Source: an optimization exercise on an open RTL-to-GDS flow (aim: small area and a short achievable clock period). Production flows keep margins and buffers that such runs may drop.
Only simulation tests tie the RTL to the original design; equivalence was not proved.
The flow treats the clock pin as an ideal source. Dropping or thinning the clock tree relies on that and would not hold on a real chip.
Power figures rest on the tool's default switching activity, not on a simulated workload.

==> inputs of quartz <==
Design KSA_pipe, start of the top module:
module KSA_pipe(s, a, b, c, clk);
   input [63:0] a;
   input [63:0] b;
   input        c;
   input        clk;
   output [64:0] s;
   wire [93:0] x;
   reg  [93:0] xr;
   wire [64:0] sOut;
   reg  [64:0] sr;
   wire p0_1;
   wire p0_2;
   wire p0_3;
   wire p0_4;
   wire g0_5;
   wire g0_6;
   wire g0_7;
   wire g0_8;
   wire g0_9;
   wire c0_g10;
   wire c0_g11;
   wire c0_g12;
   wire p1_13;
   wire p1_14;
   wire p1_15;
   wire p1_16;
   wire g1_17;
   wire g1_18;
   wire g1_19;
   wire g1_20;
   wire c1_g21;
   wire c1_g22;
   wire c1_g23;
   wire bp1_24;
   wire q0_g25;
   wire p2_26;
   wire p2_27;
   wire p2_28;
   wire p2_29;
   wire g2_30;
   wire g2_31;
   wire g2_32;
   wire g2_33;
   wire c2_g34;
   wire c2_g35;
   wire c2_g36;
   wire bp2_37;
   wire p3_38;
   wire p3_39;
   wire p3_40;
   wire p3_41;
   wire g3_42;
   wire g3_43;
   wire g3_44;
   wire g3_45;
   wire c3_g46;
   wire c3_g47;
   wire c3_g48;
   wire bp3_49;
   wire q1_g50;
   wire q1_p51;
   wire p4_52;
   wire p4_53;
   wire p4_54;
   wire p4_55;
   wire g4_56;
   wire g4_57;
   wire g4_58;
   wire g4_59;
   wire c4_g60;
   wire c4_g61;
   wire c4_g62;
   wire bp4_63;
   wire p5_64;
   wire p5_65;
   wire p5_66;
   wire p5_67;
   wire g5_68;
   wire g5_69;
   wire g5_70;
   wire g5_71;
   wire c5_g72;
   wire c5_g73;
   wire c5_g74;
   wire bp5_75;
   wire q2_g76;
   wire q2_p77;
   wire p6_78;
   wire p6_79;
   wire p6_80;
   wire p6_81;
   wire g6_82;
   wire g6_83;
   wire g6_84;
   wire g6_85;
   wire c6_g86;
   wire c6_g87;
   wire c6_g88;
   wire bp6_89;
   wire p7_90;
  ...
export LEC_CHECK = 0
export ABC_AREA = 1
export CAP_MARGIN = 20
export CORE_MARGIN = 2
export CORE_UTILIZATION = 50
export PLACE_DENSITY = 0.65
export SETUP_SLACK_MARGIN = 1.8
export SLEW_MARGIN = 20
create_clock -name core_clock -period 3.4 [get_ports {clk}]
standard.sh (not shown) runs the stock make flow with config.mk's settings and CLKGATE_MAP_FILE= SYNTH_SCRIPT=/design/flow/synth_recipe.tcl, a recipe that flattens the netlist after the stock synthesis.
==> flow/flow/run.sh <==
#!/bin/bash
# Layout: the standard flow (standard.sh) with these changes: synthesis maps
# no full or half adder cells (ADDER_MAP_FILE empty), so abc maps the adder logic
# itself; ports get the buffer cell named below; and after clock tree synthesis
# flow/clocktree.tcl replaces the tree by one level of buffers driven by the clock
# port.  The flow's output goes to standard.log, and ORFS's own logs to orfs/logs.
set -euo pipefail
bash standard.sh ADDER_MAP_FILE= "POST_CTS_TCL=$PWD/flow/clocktree.tcl" BUFFER_PORTS_ARGS=-buffer_cell\ sky130_fd_sc_hd__buf_1 CTS_ARGS=-sink_clustering_enable\ -dont_use_dummy_load\ -root_buf\ sky130_fd_sc_hd__clkbuf_16\ -buf_list\ sky130_fd_sc_hd__clkbuf_16\ -sink_clustering_size\ 40\ -sink_clustering_max_diameter\ 200 CLKTREE_CELL=sky130_fd_sc_hd__clkbuf_8 CLKTREE_NLEAF=4 CLKTREE_LEAF_CELL=sky130_fd_sc_hd__clkbuf_4 finish > standard.log 2>&1
Other scripts of this flow, unchanged in this note and not shown: flow/flow/clocktree.tcl
==> inputs of sierra, as changes to quartz <==
==> flow/flow/run.sh (replaced) <==
#!/bin/bash
# Layout: the standard flow (standard.sh), with these changes:
#  - synthesis maps no full or half adder cells (ADDER_MAP_FILE empty), so abc
#    maps the adder logic itself;
#  - buffer_ports buffers every port with buf_1, and before the resize step
#    flow/outbuf.tcl makes the output ports' buffers OUTBUF_CELL (buf_2);
#  - after clock tree synthesis flow/clocktree.tcl replaces the tree by a
#    balanced two-level tree (CLKTREE_*: 4 first-level buffers driven straight
#    from the clock port, each driving 4 leaf buffers), then repairs timing as
#    the CTS step does.
# The flow's output goes to standard.log, and ORFS's own logs to orfs/logs.
set -euo pipefail
bash standard.sh ADDER_MAP_FILE= "PRE_RESIZE_TCL=$PWD/flow/outbuf.tcl" "POST_CTS_TCL=$PWD/flow/clocktree.tcl" BUFFER_PORTS_ARGS=-buffer_cell\ sky130_fd_sc_hd__buf_1 CTS_ARGS=-sink_clustering_enable\ -dont_use_dummy_load\ -root_buf\ sky130_fd_sc_hd__clkbuf_16\ -buf_list\ sky130_fd_sc_hd__clkbuf_16\ -sink_clustering_size\ 40\ -sink_clustering_max_diameter\ 200 CLKTREE_CELL=sky130_fd_sc_hd__clkbuf_8 CLKTREE_NLEAF=4 CLKTREE_LEAF_CELL=sky130_fd_sc_hd__clkbuf_4 OUTBUF_CELL=sky130_fd_sc_hd__buf_2 finish > standard.log 2>&1
==> flow/flow/outbuf.tcl (new file) <==
# Runs before ORFS's resize step (PRE_RESIZE_TCL): the output ports' buffers,
# which buffer_ports made of the smallest buffer, become OUTBUF_CELL.
set cell sky130_fd_sc_hd__buf_2
if {[info exists ::env(OUTBUF_CELL)]} { set cell $::env(OUTBUF_CELL) }
set n 0
foreach bt [[ord::get_db_block] getBTerms] {
  if {[$bt getIoType] ne "OUTPUT"} { continue }
  foreach it [[$bt getNet] getITerms] {
    if {[$it isOutputSignal]} {
      replace_cell [[$it getInst] getName] $cell
      incr n
    }
  }
}
puts "outbuf: $n output port drivers made $cell"
Settings changed: SETUP_SLACK_MARGIN 1.8 to 2.0, TNS_END_PERCENT set to 5.
==> inputs of pepper, as changes to quartz <==
==> flow/flow/run.sh (replaced) <==
#!/bin/bash
# Layout: the standard flow (standard.sh), with these changes:
#  - synthesis maps no full or half adder cells (ADDER_MAP_FILE empty), so abc
#    maps the adder logic itself;
#  - buffer_ports buffers every port with buf_1, and before the resize step
#    flow/outbuf.tcl makes the output ports' buffers OUTBUF_CELL (buf_2);
#  - after clock tree synthesis flow/clocktree.tcl replaces the tree by a
#    balanced two-level tree (CLKTREE_*: 4 first-level buffers driven straight
#    from the clock port, each driving 4 leaf buffers), then repairs timing as
#    the CTS step does.
# The flow's output goes to standard.log, and ORFS's own logs to orfs/logs.
set -euo pipefail
bash standard.sh ADDER_MAP_FILE= "PRE_RESIZE_TCL=$PWD/flow/outbuf.tcl" "POST_CTS_TCL=$PWD/flow/clocktree.tcl" BUFFER_PORTS_ARGS=-buffer_cell\ sky130_fd_sc_hd__buf_1 CTS_ARGS=-sink_clustering_enable\ -dont_use_dummy_load\ -root_buf\ sky130_fd_sc_hd__clkbuf_16\ -buf_list\ sky130_fd_sc_hd__clkbuf_16\ -sink_clustering_size\ 40\ -sink_clustering_max_diameter\ 200 CLKTREE_CELL=sky130_fd_sc_hd__clkbuf_8 CLKTREE_NLEAF=4 CLKTREE_LEAF_CELL=sky130_fd_sc_hd__clkbuf_4 OUTBUF_CELL=sky130_fd_sc_hd__buf_2 finish > standard.log 2>&1
==> flow/flow/outbuf.tcl (new file) <==
# Runs before ORFS's resize step (PRE_RESIZE_TCL): the output ports' buffers,
# which buffer_ports made of the smallest buffer, become OUTBUF_CELL.
set cell sky130_fd_sc_hd__buf_2
if {[info exists ::env(OUTBUF_CELL)]} { set cell $::env(OUTBUF_CELL) }
set n 0
foreach bt [[ord::get_db_block] getBTerms] {
  if {[$bt getIoType] ne "OUTPUT"} { continue }
  foreach it [[$bt getNet] getITerms] {
    if {[$it isOutputSignal]} {
      replace_cell [[$it getInst] getName] $cell
      incr n
    }
  }
}
puts "outbuf: $n output port drivers made $cell"
Settings changed: SETUP_SLACK_MARGIN 1.8 to 2.1, TNS_END_PERCENT set to 5.
==> metrics.md <==
| Metric | Value |
|---|---|
| Shortest period the worst path allows | `1.45 ns` |
| Pint | `2.92 mW` |
| First-pass GRT wire length | `20,100 µm` |
| Layout cells sized above 1 | `0.148` |
| Total global-route track usage | `0.187` |
| Clk latency of the worst-skew pair | `0.31 ns` |
| Status | `complete, no violations` |
| Met2 WL post-DR | `5900 µm` |
| Met1 usage | `0.225` |
| Worst hold margin | `0.311 ns` |
| Total power | `4.10 mW` |
| Met3 Usage GRT | `0.0408` |
| Hold path start | `xr[2]` |
| R2R setup slack | `2.10 ns` |
| Combinational share of power | `0.222` |
| Most frequent cells in the layout | `nand2_1 (200), dfxtp_1 (150), buf_1 (128)` |
the above is filed under sierra

==> metrics.md <==
| Metric | Value |
|---|---|
| Hold path start | `xr[0]` |
| Met2 WL post-DR | `6210 µm` |
| Combinational share of power | `0.230` |
| First-pass GRT wire length | `20,400 µm` |
| Shortest period the worst path allows | `1.45 ns` |
| R2R setup slack | `2.01 ns` |
| Met3 Usage GRT | `0.0413` |
| Status | `complete, no violations` |
| Total power | `4.15 mW` |
| Layout cells sized above 1 | `0.177` |
| Clk latency of the worst-skew pair | `0.30 ns` |
the above is filed under pepper

==> metrics.md <==
| Metric | Value |
|---|---|
| Status | `complete, no violations` |
| Share of the clock period used by the worst path | `0.442` |
| Met1 usage | `0.207` |
| First-pass GRT wire length | `18,200 µm` |
| Combinational share of power | `0.205` |
| Pint | `2.84 mW` |
| Most frequent cells in the layout | `nand2_1 (211), buf_1 (187), dfxtp_1 (159)` |
| Total power | `3.99 mW` |
| Hold path start | `xr[0]` |
| Met3 Usage GRT | `0.0486` |
| Buffers added on ports | `194` |
| Distinct cells, synth | `22` |
| Req. time, crit path | `2.72 ns` |
| Layout cells sized above 1 | `0.0476` |
| Die Area | `13,400 µm²` |
| R2R setup slack | `1.98 ns` |
| DRC violations left | `0` |
| Shortest period the worst path allows | `1.50 ns` |
| Total global-route track usage | `0.170` |
| Met2 WL post-DR | `4960 µm` |
| Ys Warns | `1` |
| Clk latency of the worst-skew pair | `0.31 ns` |
the above is filed under quartz

In every run of this note, the design's own scripts or RTL, not TritonCTS, make the clock network.

* * *

==> wip/violet <==
Another version of the RTL of KSA_pipe (not shown whole).
==> flow/config.mk <==
export PLATFORM = sky130hd
export DESIGN_NAME = KSA_pipe
export DESIGN_NICKNAME = KSA_pipe
export VERILOG_FILES = /design/flow/design.v
export SDC_FILE = /design/flow/constraint.sdc
export NUM_CORES = 4
export LEC_CHECK = 0
export ABC_AREA = 1
export CAP_MARGIN = 20
export CORE_MARGIN = 2
export CORE_UTILIZATION = 50
export PLACE_DENSITY = 0.65
export SETUP_SLACK_MARGIN = 1.8
export SLEW_MARGIN = 20
==> flow/constraint.sdc <==
create_clock -name core_clock -period 3.4 [get_ports {clk}]
set_input_delay 0.6800 -clock core_clock [delete_from_list [all_inputs] [get_ports {clk}]]
set_output_delay 0.6800 -clock core_clock [all_outputs]
set_load 0.01 [all_outputs]
==> flow/flow/run.sh <==
#!/bin/bash
# Layout: the standard flow (standard.sh) with these changes: synthesis maps
# no full or half adder cells (ADDER_MAP_FILE empty), so abc maps the adder logic
# itself; ports get the buffer cell named below; and after clock tree synthesis
# flow/clocktree.tcl replaces the tree by one level of buffers driven by the clock
# port.  The flow's output goes to standard.log, and ORFS's own logs to orfs/logs.
set -euo pipefail
bash standard.sh ADDER_MAP_FILE= "POST_CTS_TCL=$PWD/flow/clocktree.tcl" BUFFER_PORTS_ARGS=-buffer_cell\ sky130_fd_sc_hd__buf_1 CTS_ARGS=-sink_clustering_enable\ -dont_use_dummy_load\ -root_buf\ sky130_fd_sc_hd__clkbuf_16\ -buf_list\ sky130_fd_sc_hd__clkbuf_16\ -sink_clustering_size\ 40\ -sink_clustering_max_diameter\ 200 CLKTREE_CELL=sky130_fd_sc_hd__clkbuf_8 CLKTREE_NLEAF=3 CLKTREE_LEAF_CELL=sky130_fd_sc_hd__clkbuf_8 finish > standard.log 2>&1
==> flow/flow/clocktree.tcl <==
set nbuf 4
if {[info exists ::env(CLKTREE_NBUF)]} { set nbuf $::env(CLKTREE_NBUF) }
set bufcell sky130_fd_sc_hd__clkbuf_16
if {[info exists ::env(CLKTREE_CELL)]} { set bufcell $::env(CLKTREE_CELL) }

set db [ord::get_db]
set block [ord::get_db_block]
set port_net [[$block findBTerm clk] getNet]

set sinks {}
foreach inst [$block getInsts] {
  if {[[$inst getMaster] isSequential]} {
    lappend sinks [$inst findITerm CLK]
  }
}
puts "clocktree: [llength $sinks] register clock pins"

# the cells CTS added: drivers of clock nets other than the port's net
set old_insts {}
set old_nets {}
foreach net [$block getNets] {
  if {[$net getSigType] ne "CLOCK" || $net eq $port_net} { continue }
  lappend old_nets $net
  foreach it [$net getITerms] {
    if {[$it isOutputSignal]} { lappend old_insts [$it getInst] }
  }
}
# cells hanging on the port net other than registers (root buffers, loads)
foreach it [$port_net getITerms] {
  set inst [$it getInst]
  if {![[$inst getMaster] isSequential] && [lsearch -exact $old_insts $inst] < 0} {
    lappend old_insts $inst
  }
}
puts "clocktree: removing [llength $old_insts] cells and [llength $old_nets] nets"
foreach s $sinks { $s disconnect }
foreach inst $old_insts { odb::dbInst_destroy $inst }
foreach net $old_nets { odb::dbNet_destroy $net }

# split the registers into nbuf groups of equal size by position
proc loc {it} {
  set b [[$it getInst] getBBox]
  return [list [expr {([$b xMin] + [$b xMax]) / 2}] [expr {([$b yMin] + [$b yMax]) / 2}]]
}
set pts {}
foreach s $sinks { lappend pts [concat [loc $s] [list $s]] }
proc split_groups {pts n axis} {
  if {$n <= 1} { return [list $pts] }
  set sorted [lsort -integer -index $axis $pts]
  set n1 [expr {$n / 2}]
  set cut [expr {[llength $sorted] * $n1 / $n}]
  set a [lrange $sorted 0 [expr {$cut - 1}]]
  set b [lrange $sorted $cut end]
  set nxt [expr {1 - $axis}]
  return [concat [split_groups $a $n1 $nxt] [split_groups $b [expr {$n - $n1}] $nxt]]
}
# first cut along the longer side of the registers' spread
set xs [lsort -integer [lmap p $pts {lindex $p 0}]]
set ys [lsort -integer [lmap p $pts {lindex $p 1}]]
set axis [expr {([lindex $xs end] - [lindex $xs 0]) >= ([lindex $ys end] - [lindex $ys 0]) ? 0 : 1}]
set groups [split_groups $pts $nbuf $axis]

set nleaf 0
if {[info exists ::env(CLKTREE_NLEAF)]} { set nleaf $::env(CLKTREE_NLEAF) }
set leafcell $bufcell
if {[info exists ::env(CLKTREE_LEAF_CELL)]} { set leafcell $::env(CLKTREE_LEAF_CELL) }

proc centre {grp} {
  set sx 0; set sy 0
  foreach p $grp { incr sx [lindex $p 0]; incr sy [lindex $p 1] }
  return [list [expr {$sx / [llength $grp]}] [expr {$sy / [llength $grp]}]]
}
# a buffer of cell type mname at (x, y), input from net in, driving a new net
proc add_buf {name mname in x y} {
  set master [[ord::get_db] findMaster $mname]
  set block [ord::get_db_block]
  set buf [odb::dbInst_create $block $master $name]
  set net [odb::dbNet_create $block "${name}_net"]
  $net setSigType CLOCK
  [$buf findITerm A] connect $in
  [$buf findITerm X] connect $net
  $buf setLocation [expr {$x - [$master getWidth] / 2}] [expr {$y - [$master getHeight] / 2}]
  $buf setPlacementStatus PLACED
  return $net
}

set g 0
foreach grp $groups {
  lassign [centre $grp] cx cy
  if {$nleaf <= 1} {
    set net [add_buf "clktree_buf_$g" $bufcell $port_net $cx $cy]
    foreach p $grp { [lindex $p 2] connect $net }
    puts "clocktree: buffer $g drives [llength $grp] registers at ($cx, $cy)"
  } else {
    # leaves first, so the root sits at the centre of its leaves
    set leaves [split_groups $grp $nleaf [expr {1 - $axis}]]
    set lpts {}
    foreach lg $leaves { lappend lpts [centre $lg] }
    lassign [centre $lpts] rx ry
    set rnet [add_buf "clktree_buf_$g" $bufcell $port_net $rx $ry]
    set l 0
    foreach lg $leaves {
      lassign [centre $lg] lx ly
      set net [add_buf "clktree_buf_${g}_$l" $leafcell $rnet $lx $ly]
      foreach p $lg { [lindex $p 2] connect $net }
      puts "clocktree: buffer ${g}_$l drives [llength $lg] registers at ($lx, $ly)"
      incr l
    }
  }
  incr g
}

detailed_placement
estimate_parasitics -placement
report_clock_skew
if { !$::env(SKIP_CTS_REPAIR_TIMING) } {
  repair_timing_helper
  detailed_placement
}
check_placement -verbose
report_clock_skew
report_wns
==> inputs of wip/indigo, as changes to wip/violet <==
==> flow/flow/run.sh (replaced) <==
#!/bin/bash
# Layout: the standard flow (standard.sh) with these changes: synthesis maps
# no full or half adder cells (ADDER_MAP_FILE empty), so abc maps the adder logic
# itself; and the make variables below for port buffers and clock tree synthesis.
set -euo pipefail
bash standard.sh ADDER_MAP_FILE= BUFFER_PORTS_ARGS=-buffer_cell\ sky130_fd_sc_hd__buf_1 CTS_ARGS=-sink_clustering_enable\ -repair_clock_nets\ -dont_use_dummy_load\ -root_buf\ sky130_fd_sc_hd__clkbuf_16\ -buf_list\ sky130_fd_sc_hd__clkbuf_16\ -sink_clustering_size\ 40\ -sink_clustering_max_diameter\ 200 finish > standard.log 2>&1
Settings changed: CORE_UTILIZATION 50 to 40, PLACE_DENSITY 0.65 to unset, SETUP_SLACK_MARGIN 1.8 to 2.0.
removed: flow/flow/clocktree.tcl
==> notes <==
Between wip/indigo and wip/violet, the lower total power is in wip/violet (gap about 20%, measured against wip/violet). Against wip/violet, the die area of wip/indigo is larger by 24%. In synthesized cell count, wip/indigo and wip/violet do not differ. Of wip/violet and wip/indigo, wip/violet has the higher critical path depth (gap 6). First-iteration DRC count: wip/violet is larger than wip/indigo (40%).
==> figures <==
item                                                                         wip/violet               wip/indigo
Outcome                                                        timing/DRC/antenna clean  timing/DRC/antenna clean
Clock slew at reported path FFs                                                 0.08 ns                  0.06 ns
Clock group                                                                      947 uW                  1.49 mW
Worst setup endpoint                                                              xr[8]                     s[8]
Insertion delay of the later-clocked pin in the worst-skew pair                 0.29 ns                  0.42 ns
Worst-Margin Slew                                                              0.334 ns                 0.478 ns
Critical path class                                              input pin to flip-flop  flip-flop to output pin
Final Wtd Congestion                                                              0.859                    0.763
Fraction of final layout cells sized beyond drive strength 1                     0.0689                    0.242
PnR worst setup slack                                                           1.92 ns                  1.87 ns
Largest stage delay on the critical path                                        0.25 ns                  0.31 ns
Worst hold slack after final layout                                            0.325 ns                 0.324 ns
In wip/violet the design's own scripts or RTL, not TritonCTS, make the clock network.

[separate check: timing with driven ports]
The results above use ideal ports. As a check the final layouts listed here were re-extracted and re-timed, cells and wires unchanged.
Step 1, drivers: a clkbuf_16 drives clk and a buf_2 each remaining input, both assumed.
Step 2 also shifts input and output timing later by t, the mid clock arrival at the registers, as if the neighbouring blocks saw the same clock.
Slacks: ideal ports / drivers / drivers and shift; pairs: ideal ports / drivers.
| run | t (ns) | setup WS [ns] | clock arrival spread, ns |
|---|---|---|---|
| quartz | 0.363 | 1.897 / 1.828 / 1.624 | 0.024 / 0.024 |
| sierra | 0.363 | 1.954 / 1.887 / 1.717 | 0.026 / 0.026 |
| pepper | 0.362 | 1.951 / 1.885 / 1.657 | 0.019 / 0.019 |
| wip/violet | 0.344 | 1.916 / 1.864 / 1.617 | 0.020 / 0.020 |
| wip/indigo | 0.450 | 1.866 / 1.824 / 1.714 | 0.024 / 0.023 |
After both steps every run listed still meets setup and hold. For wip/violet, which loses most, drivers alone change the setup slack by -0.052 ns; drivers and shift together by -0.299 ns.
